This design comes from an exercise in tuning for small area, a short achievable clock period and few clock cycles per item on the open sky130 flow, not from production work.
The RTL was checked by simulation tests, not by an equivalence proof against the original design.

### design.v
module geofence_sqrt #(parameter [11:0] CUT = 12'b0000_0100_0100) (
    input         clk,
    input  [23:0] a,
    output [11:0] root
);
genvar k;
generate
for (k = 1; k <= 12; k = k + 1) begin : st
    wire [k-1:0]        r_in;
    wire [2*(13-k)-1:0] a_in;
    wire [k:0]          r_out;
    wire [k-1:0]        q_out;
    wire [k+1:0]        rem2;
    wire [k+2:0]        diff;
    wire                ge;
    if (k == 1) begin : f
        assign r_in = 1'b0;
        assign a_in = a;
        assign rem2 = {r_in, a_in[23:22]};
        assign diff = {1'b0, rem2} - 4'd1;
        assign ge = ~diff[k+2];
        assign q_out = ge;
    end else begin : n
        wire [k-2:0] q_in;
        if (CUT[k-2]) begin : c
            reg [k-2:0]         q_r;
            reg [k-1:0]         r_r;
            reg [2*(13-k)-1:0]  a_r;
            always @(posedge clk) begin
                q_r <= st[k-1].q_out;
                r_r <= st[k-1].r_out;
                a_r <= st[k-1].a_in[2*(13-k)-1:0];
            end
            assign q_in = q_r;
            assign r_in = r_r;
            assign a_in = a_r;
        end else begin : w
            assign q_in = st[k-1].q_out;
            assign r_in = st[k-1].r_out;
            assign a_in = st[k-1].a_in[2*(13-k)-1:0];
        end
        assign rem2 = {r_in, a_in[2*(13-k)-1:2*(12-k)]};
        assign diff = {1'b0, rem2} - {2'b00, q_in, 2'b01};
        assign ge = ~diff[k+2];
        assign q_out = {q_in, ge};
    end
    assign r_out = ge ? diff[k:0] : rem2[k:0];
end
endgenerate
reg [11:0] root_r;
always @(posedge clk) root_r <= st[12].q_out;
assign root = root_r;
endmodule
module geofence ( clk,reset,X,Y,R,valid,is_inside);
input clk;
input reset;
input [9:0] X;
input [9:0] Y;
input [10:0] R;
output valid;
output is_inside;
reg [5:0] cyc;
reg valid_r, isin_r;
reg [1:0] opm;    
reg       npm;    
reg [2:0] npa, npb;
reg [2:0] nrot;   
reg [1:0] sq;     
reg [2:0] we;     
reg [1:0] asel;   
reg [2:0] nre;    
reg       ce;     
reg [2:0] ci, cj;
reg       acc;    
localparam LAST = 6'd41;
always @(*) begin
    opm = 2'd0; sq = 2'd0; we = 3'd0; asel = 2'd0; acc = 1'b0; ce = 1'b0; ci = 3'd0; cj = 3'd0;
    npm = 1'b0; npa = 3'd0; npb = 3'd0; nre = 3'd0; nrot = 3'd0;
    case (cyc)
    6'd0: begin opm = 2'd0; sq = 2'd0; we = 3'd0; asel = 2'd0; acc = 1'b0; ce = 1'b0; ci = 3'd0; cj = 3'd0; npm = 1'b0; npa = 3'd0; npb = 3'd0; nre = 3'd0; nrot = 3'd1; end
    6'd1: begin opm = 2'd0; sq = 2'd0; we = 3'd0; asel = 2'd0; acc = 1'b0; ce = 1'b0; ci = 3'd0; cj = 3'd0; npm = 1'b0; npa = 3'd0; npb = 3'd0; nre = 3'd0; nrot = 3'd2; end
    6'd2: begin opm = 2'd0; sq = 2'd0; we = 3'd0; asel = 2'd0; acc = 1'b0; ce = 1'b0; ci = 3'd0; cj = 3'd0; npm = 1'b0; npa = 3'd1; npb = 3'd2; nre = 3'd0; nrot = 3'd3; end
    6'd3: begin opm = 2'd0; sq = 2'd0; we = 3'd0; asel = 2'd0; acc = 1'b0; ce = 1'b0; ci = 3'd0; cj = 3'd0; npm = 1'b0; npa = 3'd1; npb = 3'd3; nre = 3'd0; nrot = 3'd4; end
    6'd4: begin opm = 2'd0; sq = 2'd0; we = 3'd0; asel = 2'd0; acc = 1'b0; ce = 1'b0; ci = 3'd0; cj = 3'd0; npm = 1'b0; npa = 3'd2; npb = 3'd3; nre = 3'd0; nrot = 3'd5; end
    6'd5: begin opm = 2'd0; sq = 2'd0; we = 3'd0; asel = 2'd0; acc = 1'b0; ce = 1'b1; ci = 3'd1; cj = 3'd2; npm = 1'b0; npa = 3'd1; npb = 3'd4; nre = 3'd0; nrot = 3'd0; end
    6'd6: begin opm = 2'd0; sq = 2'd0; we = 3'd0; asel = 2'd0; acc = 1'b0; ce = 1'b1; ci = 3'd1; cj = 3'd3; npm = 1'b0; npa = 3'd2; npb = 3'd4; nre = 3'd0; nrot = 3'd1; end
    6'd7: begin opm = 2'd0; sq = 2'd0; we = 3'd0; asel = 2'd0; acc = 1'b0; ce = 1'b1; ci = 3'd2; cj = 3'd3; npm = 1'b0; npa = 3'd3; npb = 3'd4; nre = 3'd0; nrot = 3'd2; end
    6'd8: begin opm = 2'd0; sq = 2'd0; we = 3'd0; asel = 2'd0; acc = 1'b0; ce = 1'b1; ci = 3'd1; cj = 3'd4; npm = 1'b0; npa = 3'd1; npb = 3'd5; nre = 3'd0; nrot = 3'd3; end
    6'd9: begin opm = 2'd0; sq = 2'd0; we = 3'd0; asel = 2'd0; acc = 1'b0; ce = 1'b1; ci = 3'd2; cj = 3'd4; npm = 1'b0; npa = 3'd2; npb = 3'd5; nre = 3'd0; nrot = 3'd4; end
    6'd10: begin opm = 2'd0; sq = 2'd0; we = 3'd0; asel = 2'd0; acc = 1'b0; ce = 1'b1; ci = 3'd3; cj = 3'd4; npm = 1'b0; npa = 3'd3; npb = 3'd5; nre = 3'd0; nrot = 3'd5; end
    6'd11: begin opm = 2'd0; sq = 2'd0; we = 3'd0; asel = 2'd0; acc = 1'b0; ce = 1'b1; ci = 3'd1; cj = 3'd5; npm = 1'b0; npa = 3'd4; npb = 3'd5; nre = 3'd0; nrot = 3'd0; end
    6'd12: begin opm = 2'd0; sq = 2'd0; we = 3'd0; asel = 2'd0; acc = 1'b0; ce = 1'b1; ci = 3'd2; cj = 3'd5; npm = 1'b0; npa = 3'd0; npb = 3'd0; nre = 3'd0; nrot = 3'd1; end
    6'd13: begin opm = 2'd0; sq = 2'd0; we = 3'd0; asel = 2'd0; acc = 1'b0; ce = 1'b1; ci = 3'd3; cj = 3'd5; npm = 1'b0; npa = 3'd0; npb = 3'd0; nre = 3'd0; nrot = 3'd2; end
    6'd14: begin opm = 2'd0; sq = 2'd0; we = 3'd0; asel = 2'd0; acc = 1'b0; ce = 1'b1; ci = 3'd4; cj = 3'd5; npm = 1'b1; npa = 3'd0; npb = 3'd0; nre = 3'd0; nrot = 3'd3; end
    6'd15: begin opm = 2'd1; sq = 2'd0; we = 3'd0; asel = 2'd0; acc = 1'b0; ce = 1'b0; ci = 3'd0; cj = 3'd0; npm = 1'b1; npa = 3'd1; npb = 3'd0; nre = 3'd0; nrot = 3'd4; end
    6'd16: begin opm = 2'd1; sq = 2'd0; we = 3'd0; asel = 2'd0; acc = 1'b0; ce = 1'b0; ci = 3'd0; cj = 3'd0; npm = 1'b1; npa = 3'd2; npb = 3'd0; nre = 3'd0; nrot = 3'd5; end
    6'd17: begin opm = 2'd1; sq = 2'd0; we = 3'd0; asel = 2'd0; acc = 1'b0; ce = 1'b0; ci = 3'd0; cj = 3'd0; npm = 1'b1; npa = 3'd3; npb = 3'd0; nre = 3'd0; nrot = 3'd0; end
    6'd18: begin opm = 2'd1; sq = 2'd0; we = 3'd0; asel = 2'd0; acc = 1'b0; ce = 1'b0; ci = 3'd0; cj = 3'd0; npm = 1'b1; npa = 3'd4; npb = 3'd0; nre = 3'd0; nrot = 3'd1; end
    6'd19: begin opm = 2'd1; sq = 2'd0; we = 3'd0; asel = 2'd0; acc = 1'b0; ce = 1'b0; ci = 3'd0; cj = 3'd0; npm = 1'b1; npa = 3'd5; npb = 3'd0; nre = 3'd0; nrot = 3'd2; end
    6'd20: begin opm = 2'd1; sq = 2'd0; we = 3'd0; asel = 2'd0; acc = 1'b0; ce = 1'b0; ci = 3'd0; cj = 3'd0; npm = 1'b0; npa = 3'd0; npb = 3'd0; nre = 3'd0; nrot = 3'd3; end
    6'd21: begin opm = 2'd2; sq = 2'd0; we = 3'd0; asel = 2'd0; acc = 1'b0; ce = 1'b0; ci = 3'd0; cj = 3'd0; npm = 1'b0; npa = 3'd0; npb = 3'd0; nre = 3'd1; nrot = 3'd4; end
    6'd22: begin opm = 2'd0; sq = 2'd0; we = 3'd1; asel = 2'd0; acc = 1'b0; ce = 1'b0; ci = 3'd0; cj = 3'd0; npm = 1'b0; npa = 3'd0; npb = 3'd0; nre = 3'd0; nrot = 3'd5; end
    6'd23: begin opm = 2'd2; sq = 2'd1; we = 3'd2; asel = 2'd1; acc = 1'b0; ce = 1'b0; ci = 3'd0; cj = 3'd0; npm = 1'b0; npa = 3'd0; npb = 3'd0; nre = 3'd2; nrot = 3'd0; end
    6'd24: begin opm = 2'd0; sq = 2'd2; we = 3'd4; asel = 2'd0; acc = 1'b0; ce = 1'b0; ci = 3'd0; cj = 3'd0; npm = 1'b0; npa = 3'd0; npb = 3'd0; nre = 3'd0; nrot = 3'd1; end
    6'd25: begin opm = 2'd2; sq = 2'd1; we = 3'd1; asel = 2'd2; acc = 1'b0; ce = 1'b0; ci = 3'd0; cj = 3'd0; npm = 1'b0; npa = 3'd0; npb = 3'd0; nre = 3'd3; nrot = 3'd2; end
    6'd26: begin opm = 2'd0; sq = 2'd2; we = 3'd2; asel = 2'd0; acc = 1'b0; ce = 1'b0; ci = 3'd0; cj = 3'd0; npm = 1'b0; npa = 3'd0; npb = 3'd0; nre = 3'd0; nrot = 3'd3; end
    6'd27: begin opm = 2'd2; sq = 2'd1; we = 3'd0; asel = 2'd3; acc = 1'b0; ce = 1'b0; ci = 3'd0; cj = 3'd0; npm = 1'b1; npa = 3'd0; npb = 3'd0; nre = 3'd4; nrot = 3'd4; end
    6'd28: begin opm = 2'd3; sq = 2'd2; we = 3'd0; asel = 2'd0; acc = 1'b0; ce = 1'b0; ci = 3'd0; cj = 3'd0; npm = 1'b0; npa = 3'd0; npb = 3'd0; nre = 3'd0; nrot = 3'd5; end
    6'd29: begin opm = 2'd2; sq = 2'd1; we = 3'd0; asel = 2'd1; acc = 1'b0; ce = 1'b0; ci = 3'd0; cj = 3'd0; npm = 1'b1; npa = 3'd1; npb = 3'd0; nre = 3'd5; nrot = 3'd0; end
    6'd30: begin opm = 2'd3; sq = 2'd2; we = 3'd0; asel = 2'd0; acc = 1'b1; ce = 1'b0; ci = 3'd0; cj = 3'd0; npm = 1'b0; npa = 3'd0; npb = 3'd0; nre = 3'd0; nrot = 3'd1; end
    6'd31: begin opm = 2'd2; sq = 2'd1; we = 3'd0; asel = 2'd2; acc = 1'b0; ce = 1'b0; ci = 3'd0; cj = 3'd0; npm = 1'b1; npa = 3'd2; npb = 3'd0; nre = 3'd0; nrot = 3'd2; end
    6'd32: begin opm = 2'd3; sq = 2'd2; we = 3'd0; asel = 2'd0; acc = 1'b1; ce = 1'b0; ci = 3'd0; cj = 3'd0; npm = 1'b0; npa = 3'd0; npb = 3'd0; nre = 3'd0; nrot = 3'd3; end
    6'd33: begin opm = 2'd0; sq = 2'd1; we = 3'd0; asel = 2'd0; acc = 1'b0; ce = 1'b0; ci = 3'd0; cj = 3'd0; npm = 1'b1; npa = 3'd3; npb = 3'd0; nre = 3'd0; nrot = 3'd4; end
    6'd34: begin opm = 2'd3; sq = 2'd2; we = 3'd0; asel = 2'd0; acc = 1'b1; ce = 1'b0; ci = 3'd0; cj = 3'd0; npm = 1'b0; npa = 3'd0; npb = 3'd0; nre = 3'd0; nrot = 3'd5; end
    6'd35: begin opm = 2'd0; sq = 2'd0; we = 3'd0; asel = 2'd0; acc = 1'b0; ce = 1'b0; ci = 3'd0; cj = 3'd0; npm = 1'b1; npa = 3'd4; npb = 3'd0; nre = 3'd0; nrot = 3'd0; end
    6'd36: begin opm = 2'd3; sq = 2'd0; we = 3'd0; asel = 2'd0; acc = 1'b1; ce = 1'b0; ci = 3'd0; cj = 3'd0; npm = 1'b0; npa = 3'd0; npb = 3'd0; nre = 3'd0; nrot = 3'd1; end
    6'd37: begin opm = 2'd0; sq = 2'd0; we = 3'd0; asel = 2'd0; acc = 1'b0; ce = 1'b0; ci = 3'd0; cj = 3'd0; npm = 1'b1; npa = 3'd5; npb = 3'd0; nre = 3'd0; nrot = 3'd2; end
    6'd38: begin opm = 2'd3; sq = 2'd0; we = 3'd0; asel = 2'd0; acc = 1'b1; ce = 1'b0; ci = 3'd0; cj = 3'd0; npm = 1'b0; npa = 3'd0; npb = 3'd0; nre = 3'd0; nrot = 3'd3; end
    6'd39: begin opm = 2'd0; sq = 2'd0; we = 3'd0; asel = 2'd0; acc = 1'b0; ce = 1'b0; ci = 3'd0; cj = 3'd0; npm = 1'b0; npa = 3'd0; npb = 3'd0; nre = 3'd0; nrot = 3'd4; end
    6'd40: begin opm = 2'd0; sq = 2'd0; we = 3'd0; asel = 2'd0; acc = 1'b1; ce = 1'b0; ci = 3'd0; cj = 3'd0; npm = 1'b0; npa = 3'd0; npb = 3'd0; nre = 3'd0; nrot = 3'd5; end
    6'd41: begin opm = 2'd0; sq = 2'd0; we = 3'd0; asel = 2'd0; acc = 1'b0; ce = 1'b0; ci = 3'd0; cj = 3'd0; npm = 1'b0; npa = 3'd0; npb = 3'd0; nre = 3'd0; nrot = 3'd0; end
    default: ;
    endcase
end
always @(posedge clk, posedge reset) begin
    if (reset) begin
        cyc <= 6'd0;
        valid_r <= 1'b0;
    end else begin
        cyc <= (cyc == LAST) ? 6'd0 : cyc + 6'd1;
        valid_r <= (cyc == LAST - 6'd1);
    end
end
assign valid = valid_r;
assign is_inside = isin_r;
reg [30:0] ring [0:5];
reg [9:0]  x0, y0;    
integer n;
always @(posedge clk) begin
    for (n = 0; n < 5; n = n + 1)
        ring[n] <= ring[n+1];
    ring[5] <= (cyc < 6'd6) ? {X, Y, R} : ring[0];
    if (cyc == 6'd0) begin
        x0 <= X;
        y0 <= Y;
    end
end
reg [2:0] rank [1:5];
reg [2:0] rankn [1:5];    
reg [5:0] la, lb, lra, lrb;    
reg [5:0] na, nb, nra, nrb;    
reg [5:0] sa, sb, sra, srb;
integer m;
always @(*) begin
    la = 6'd0; lb = 6'd0;
    if (!npm) begin
        la[npa] = 1'b1;
        lb[npb] = 1'b1;
    end else begin
        la[0] = (npa == 3'd0);
        lb[0] = (npa == 3'd5);
        for (m = 1; m < 6; m = m + 1) begin
            la[m] = (rankn[m] == npa - 3'd1);
            lb[m] = (rankn[m] == npa);
        end
    end
    lra[0] = (nre == 3'd0);
    lrb[0] = (nre == 3'd5);
    for (m = 1; m < 6; m = m + 1) begin
        lra[m] = (rankn[m] == nre - 3'd1);
        lrb[m] = (rankn[m] == nre);
    end
    for (m = 0; m < 6; m = m + 1) begin
        na[m] = la[(m + nrot) % 6];
        nb[m] = lb[(m + nrot) % 6];
        nra[m] = lra[(m + nrot) % 6];
        nrb[m] = lrb[(m + nrot) % 6];
    end
end
always @(posedge clk) begin
    sa <= na;
    sb <= nb;
    sra <= nra;
    srb <= nrb;
end
reg [9:0]  xa, ya, xb, yb;
reg [10:0] ra, rb;
always @(*) begin
    xa = 10'd0; ya = 10'd0; ra = 11'd0; xb = 10'd0; yb = 10'd0; rb = 11'd0;
    for (m = 0; m < 6; m = m + 1) begin
        xa = xa | (ring[m][30:21] & {10{sa[m]}});
        ya = ya | (ring[m][20:11] & {10{sa[m]}});
        ra = ra | (ring[m][10:0]  & {11{sra[m]}});
        xb = xb | (ring[m][30:21] & {10{sb[m]}});
        yb = yb | (ring[m][20:11] & {10{sb[m]}});
        rb = rb | (ring[m][10:0]  & {11{srb[m]}});
    end
end
wire [11:0] sqo;             
reg  [11:0] rsum;            
reg  [11:0] rdif;            
reg  [11:0] af [0:2];        
reg  [11:0] as;              
reg  [23:0] vh;              
reg  [11:0] t1h;             
reg  [23:0] p1, p2;          
reg         g1, g2;          
reg         gp1, gp2;        
always @(*) begin
    case (asel)
    2'd0: as = sqo;
    2'd1: as = af[0];
    2'd2: as = af[1];
    default: as = af[2];
    endcase
end
always @(posedge clk) begin
    rsum <= ra + rb;
    rdif <= ra - rb;
    for (m = 0; m < 3; m = m + 1)
        if (we[m]) af[m] <= sqo;
    vh  <= p2;
    t1h <= sqo;
end
reg [13:0] u1p, u1q, u2p, u2q, u3p, u3q, u4p, u4q;
reg        sb1, sb2, sb3, sb4, hv;
always @(*) begin
    sb1 = 1'b1; sb2 = 1'b1; sb3 = 1'b1; sb4 = 1'b1; hv = 1'b0;
    case (opm)
    2'd0: begin  
        u1p = xa;  u1q = x0;
        u2p = yb;  u2q = y0;
        u3p = ya;  u3q = y0;
        u4p = xb;  u4q = x0;
    end
    2'd1: begin  
        u1p = xa;  u1q = xb;
        u2p = xa;  u2q = xb;
        u3p = ya;  u3q = yb;
        u4p = yb;  u4q = ya;
    end
    2'd2: begin  
        hv = 1'b1;
        u1p = as;   u1q = rsum; sb1 = 1'b0;
        u2p = as;   u2q = {{2{rdif[11]}}, rdif};
        u3p = as;   u3q = {{2{rdif[11]}}, rdif}; sb3 = 1'b0;
        u4p = rsum; u4q = as;
    end
    default: begin  
        u1p = t1h; u1q = 14'd0;
        u2p = sqo; u2q = 14'd0;
        u3p = xa;  u3q = xb; sb3 = 1'b0;
        u4p = yb;  u4q = ya;
    end
    endcase
end
function [12:0] opu;    
    input [13:0] p, q;
    input        sub, h;
    reg [13:0] x, y;
    begin
        x = sub ? p - q : p + q;
        y = h ? {x[13], x[13:1]} : x;
        opu = {y[13], (y[13] ? -y[11:0] : y[11:0])};
    end
endfunction
wire [12:0] d1 = opu(u1p, u1q, sb1, hv);
wire [12:0] d2 = opu(u2p, u2q, sb2, hv);
wire [12:0] d3 = opu(u3p, u3q, sb3, hv);
wire [12:0] d4 = opu(u4p, u4q, sb4, hv);
reg [11:0] o1, o2, o3, o4;
always @(posedge clk) begin
    o1 <= d1[11:0]; o2 <= d2[11:0]; o3 <= d3[11:0]; o4 <= d4[11:0];
    g1 <= d1[12] ^ d2[12];
    g2 <= d3[12] ^ d4[12];
    p1 <= o1 * o2;
    p2 <= o3 * o4;
    gp1 <= g1;
    gp2 <= g2;
end
wire p2gt = p2 > p1;
wire ccw = gp2 ? (gp1 ? p2gt : 1'b1) : (gp1 ? 1'b0 : !p2gt);
always @(*) begin
    for (m = 1; m < 6; m = m + 1) begin
        if (cyc == 6'd0)
            rankn[m] = 3'd0;
        else if (ce && ((ccw && cj == m) || (!ccw && ci == m)))
            rankn[m] = rank[m] + 3'd1;
        else
            rankn[m] = rank[m];
    end
end
always @(posedge clk) begin
    for (m = 1; m < 6; m = m + 1)
        rank[m] <= rankn[m];
end
reg [23:0] sqi;
always @(*) begin
    case (sq)
    2'd0: sqi = p1 + p2;
    2'd1: sqi = p1;
    default: sqi = vh;
    endcase
end
geofence_sqrt #(.CUT(12'b0001_0010_0100)) U_SQ (.clk(clk), .a(sqi), .root(sqo));
reg  [26:0] dacc;
wire [26:0] dadd = {2'b00, p1, 1'b0} + (gp2 ? {3'b000, p2} : ~{3'b000, p2}) + {26'd0, ~gp2};
wire [26:0] dnew = dacc + dadd;
always @(posedge clk) begin
    if (cyc == 6'd0)
        dacc <= 27'd0;
    else if (acc)
        dacc <= dnew;
    if (cyc == LAST - 6'd1)
        isin_r <= dnew[26] || (dnew == 27'd0);
end
endmodule
### flow/run.sh
#!/bin/bash
# The standard layout (the standard.sh, unchanged synthesis and steps),
# with repair_timing asked for 16.5 ns of extra setup slack so that it works
# on the paths that set the achieved period. Same clock and constraints.
set -euo pipefail
bash standard.sh SETUP_SLACK_MARGIN=16.5 finish > flow_make.log 2>&1
### standard.sh
#!/bin/bash
# synth_recipe.tcl (not shown) runs the flow's synth.tcl, then flattens the netlist and writes it again
# the make line also repeats each setting of config.mk as NAME=value (left out here)
make -C /OpenROAD-flow-scripts/flow DESIGN_CONFIG=/design/flow/config.mk WORK_HOME=/design/flow/orfs CLKGATE_MAP_FILE= SYNTH_SCRIPT=/design/flow/synth_recipe.tcl "${@:-finish}"
### config.mk
export PLATFORM = sky130hd
export DESIGN_NAME = geofence
export DESIGN_NICKNAME = geofence
export VERILOG_FILES = /design/flow/design.v
export SDC_FILE = /design/flow/constraint.sdc
export NUM_CORES = 4
export LEC_CHECK = 0
export ABC_CLOCK_PERIOD_IN_PS = 6000
export CAP_MARGIN = 20
export CORE_MARGIN = 2
export CORE_UTILIZATION = 40
export SLEW_MARGIN = 20
### constraint.sdc
create_clock -name core_clock -period 22.0 [get_ports {clk}]
set_input_delay 4.4000 -clock core_clock [delete_from_list [all_inputs] [get_ports {clk}]]
set_output_delay 4.4000 -clock core_clock [all_outputs]
set_load 0.01 [all_outputs]
==> impl_metrics.yaml <==
outcome:
  outcome: "no timing/DRC/antenna violations"
floorplanning:
  die_h_um: 329
  die_w_um: 329
  core_um2: 105000
  die-area_um2: 108000
  initial_utilization: 0.403
  ios: 35
  rows: 119
setup_path:
  worst-path-buf-inv: 1
  critPathLaunchType: "register"
  crit_path_max_fanout: 1
  cp_slowest_cell: "edfxtp_1"
  end_kind: "output pin"
  crit_chain: "buf_6"
  critPathMaxStageDelay_ns: 0.42
  critical_path_class: "register to output pin"
  worstPathArrival_ns: 1.20
  required_ns: 17.60
  crit_family: "flip-flops"
final_layout:
  postLayoutCellArea_um2: 47800
  fillers: 10400
  seq_area_um2: 12000
  antenna_cells: 0
  final_nets: 5620
  synthToLayoutAreaGrowth_pct: 12.8
  drive_above_1_share: 0.104
  multiInputGateArea_um2: 28300
routing:
  ant_nets: 0
  routed-wl-met3_mm: 5.85
  wl_per_cell_um: 18.4
  routed-wl-met2_mm: 54.9
  routed_wl_mm: 118
  post_drt_via_cell_ratio: 5.42
  top_layer_used: "met4"
  drt-initial-drc-count: 2446
  first_pass_iters: 8
  m1WireLength_mm: 53.1
  drc: 0
  vias: 34700
sta:
  maxClockFrequency_mhz: 179
  worstMarginPinSlew_ns: 0.988
  finalSetupTns_ns: 0
  clock_skew_ns: 0.0799
  setup_viol: 0
  hold_viol: 0
  min_period_ns: 5.60
  rsz0062_at_grt: "yes"
  finalCritPeriodShare: 0.254
  final_max_slew_viol_count: 0
  whs_ns: 0.322
  relSlewSlack: 0.341
synthesis:
  synth_top_area_share: 0.235
  synth_ff_type: "dfxtp_1"
  ys_warn_count: 6
  synth-seq-cells: 562
  synth_top_area_cell: "dfxtp_1"
  postSynthCellCount: 4928
  ys_seq_area_frac: 0.280
  avgSynthCellArea_um2: 8.59
  synth_edf_count: 57
  yosysUniqueCellTypes: 108
  synthArstFlopShare: 0.0125
  syn-cell-area_um2: 42300
  synth_area_leaders: "dfxtp_1 24%, ha_1 12%, fa_1 11%"
  syn-num-nets: 5594
clock_network:
  cts_made_buffers: 61
  cts.path.max_buffers: 3
  cts.sinks: 562
  clock_latency_ns: 0.69
  clk_pin_slew_worst_paths_ns: 0.07
  htree_levels: 2
  clock-root-buffer: "clkbuf_16"
  ctsHoldBuffers: 0
  cts_tree: "built"
placed_design:
  dp_hpwl_mm: 88.2
  port_buffers: 34
  dpl_cell_area_um2: 44000
  globalplace.congestion: 0.910
global_routing:
  grt_pass1_wl_mm: 184
  grt_max_degree: 90
  grt_usage: 0.211
  antenna_found_initial: 2
  grt.overflow.total: 0
  first_global_vias: 33400
job:
  maxCapViolations: 0
worst_hold_path:
  hold_class: "register to register"
-- placed cells by master (no fill, tap or decap), types with 18 or more instances in the layout --
cell type,n
a211oi_1,35
a21o_1,46
a21oi_1,331
a21oi_2,24
a22oi_1,186
a31oi_1,36
and2_1,117
and3_1,35
buf_4,114
buf_6,18
clkbuf_16,65
clkdlybuf4s50_1,32
dfxtp_1,453
dfxtp_4,37
edfxtp_1,57
fa_1,228
ha_1,384
inv_1,527
mux2_2,47
mux2i_1,45
nand2_1,536
nand2b_1,43
nand3_1,113
nand4_1,22
nor2_1,295
nor2b_1,37
nor3_1,61
o211ai_1,36
o21a_1,45
o21ai_0,161
o21ai_1,28
o21bai_1,27
o22ai_1,36
or2_2,19
or3_1,24
xnor2_1,201
xor2_1,101
-- area by class of cell --
type                       count  share of cell area
clock inverter                34             0.00859
clock buffer                  81              0.0357
multi-input combinational   3618               0.593
timing repair buffer         173              0.0323
tap                         1391              0.0364
sequential                   562               0.252
inverter                     538              0.0424
-- flip-flops by register name, summed over array words and instances, names as in the netlist, 10 cells and up --
name / cells
p2: 24
p1: 24
U_SQ.st.n.c.a_r: 36
vh: 24
o3: 12
dacc: 27
o2: 12
U_SQ.st.n.c.r_r: 21
y0: 10
t1h: 12
af: 36
x0: 10
ring: 186
o1: 12
U_SQ.root_r: 12
U_SQ.st.n.c.q_r: 18
rdif: 12
rsum: 11
o4: 12
rank: 15
-- metal layers --
layer / GRT usage / vias to the layer above
li1: - / 16900
met1: 0.284 / 16600
met2: 0.350 / 972
met3: 0.0241 / 212
met4: 0.0761 / 0
met5: 0 / -
-- cells in the mapped netlist (all sizes together) (49+ instances only) --
cell type,n
nand2,544
inv,536
dfxtp,498
ha,400
a21oi,359
nor2,304
fa,233
xnor2,202
o21ai,201
a22oi,187
clkbuf,162
and2,117
nand3,113
xor2,102
nor3,62
edfxtp,57
mux2i,53
buf,49
-- per-stage QoR --
stage               setup WS, ns  cells  utilization
CTS                        16.34   6323        0.443
global route               16.26   6397        0.454
finish                     16.40   6397        0.454
global placement           15.56   6188        0.419
floorplan                  16.52   4928            -
detailed placement         15.43   6188        0.419
-- worst paths after layout --
path	from	endpoint	slack, ns	cells past startpoint
setup / recovery	isin_r	is_inside	16.40	1
hold / removal	U_SQ.st[4].n.c.a_r[2]	U_SQ.st[7].n.c.a_r[2]	0.32	0
setup reg to reg	o2[4]	p1[19]	16.65	18
hold reg to reg	U_SQ.st[4].n.c.a_r[2]	U_SQ.st[7].n.c.a_r[2]	0.32	0
max in group asynchronous	reset	valid_r	17.58	2
min in group asynchronous	reset	cyc[2]	4.05	2
-- kinds of logic after synthesis --
group,after synthesis,synth area share
buf+inv,749,0.0673
xor+xnor,304,0.0629
fa+ha+maj,634,0.229
flops,562,0.280
mux,103,0.0269
simple gates,1392,0.153
compound gates,1184,0.181
-- repair_timing --
| action | 4_1_cts | 5_1_grt |
|---|---|---|
| setup endpoints to repair | 72 | 86 |
| cloned | 0 | 4 |
| buffers inserted | 20 | 70 |
| endpoints found under the hold margin | 0 | 0 |
| gates resized for setup | 144 | 156 |
| pin swaps | 12 | 83 |
Testbench counts, summed over its fixed seeds: cycles 100,792, objects 2,400.

## afterwards: timing with drivers on the ports
Ports are ideal in the flow. The routed layout listed here was re-timed in OpenROAD. Step 1, drivers: a clkbuf_16 drives clk and a buf_2 each remaining input, both assumed. Step 2 also shifts input and output timing later by t, the mid clock arrival at the registers, as if the neighbouring blocks saw the same clock. a / b / c = no drivers / after step 1 / after step 2; a / b = the first two.
shift t [ns]: 0.722
setup slack, ns: 16.403 / 16.335 / 16.653
worst slew at a driven data input, ns: 0.03
After both steps this run still meets setup and hold. The setup slack of this run moves by -0.068 ns with the drivers and by +0.250 ns with both steps.
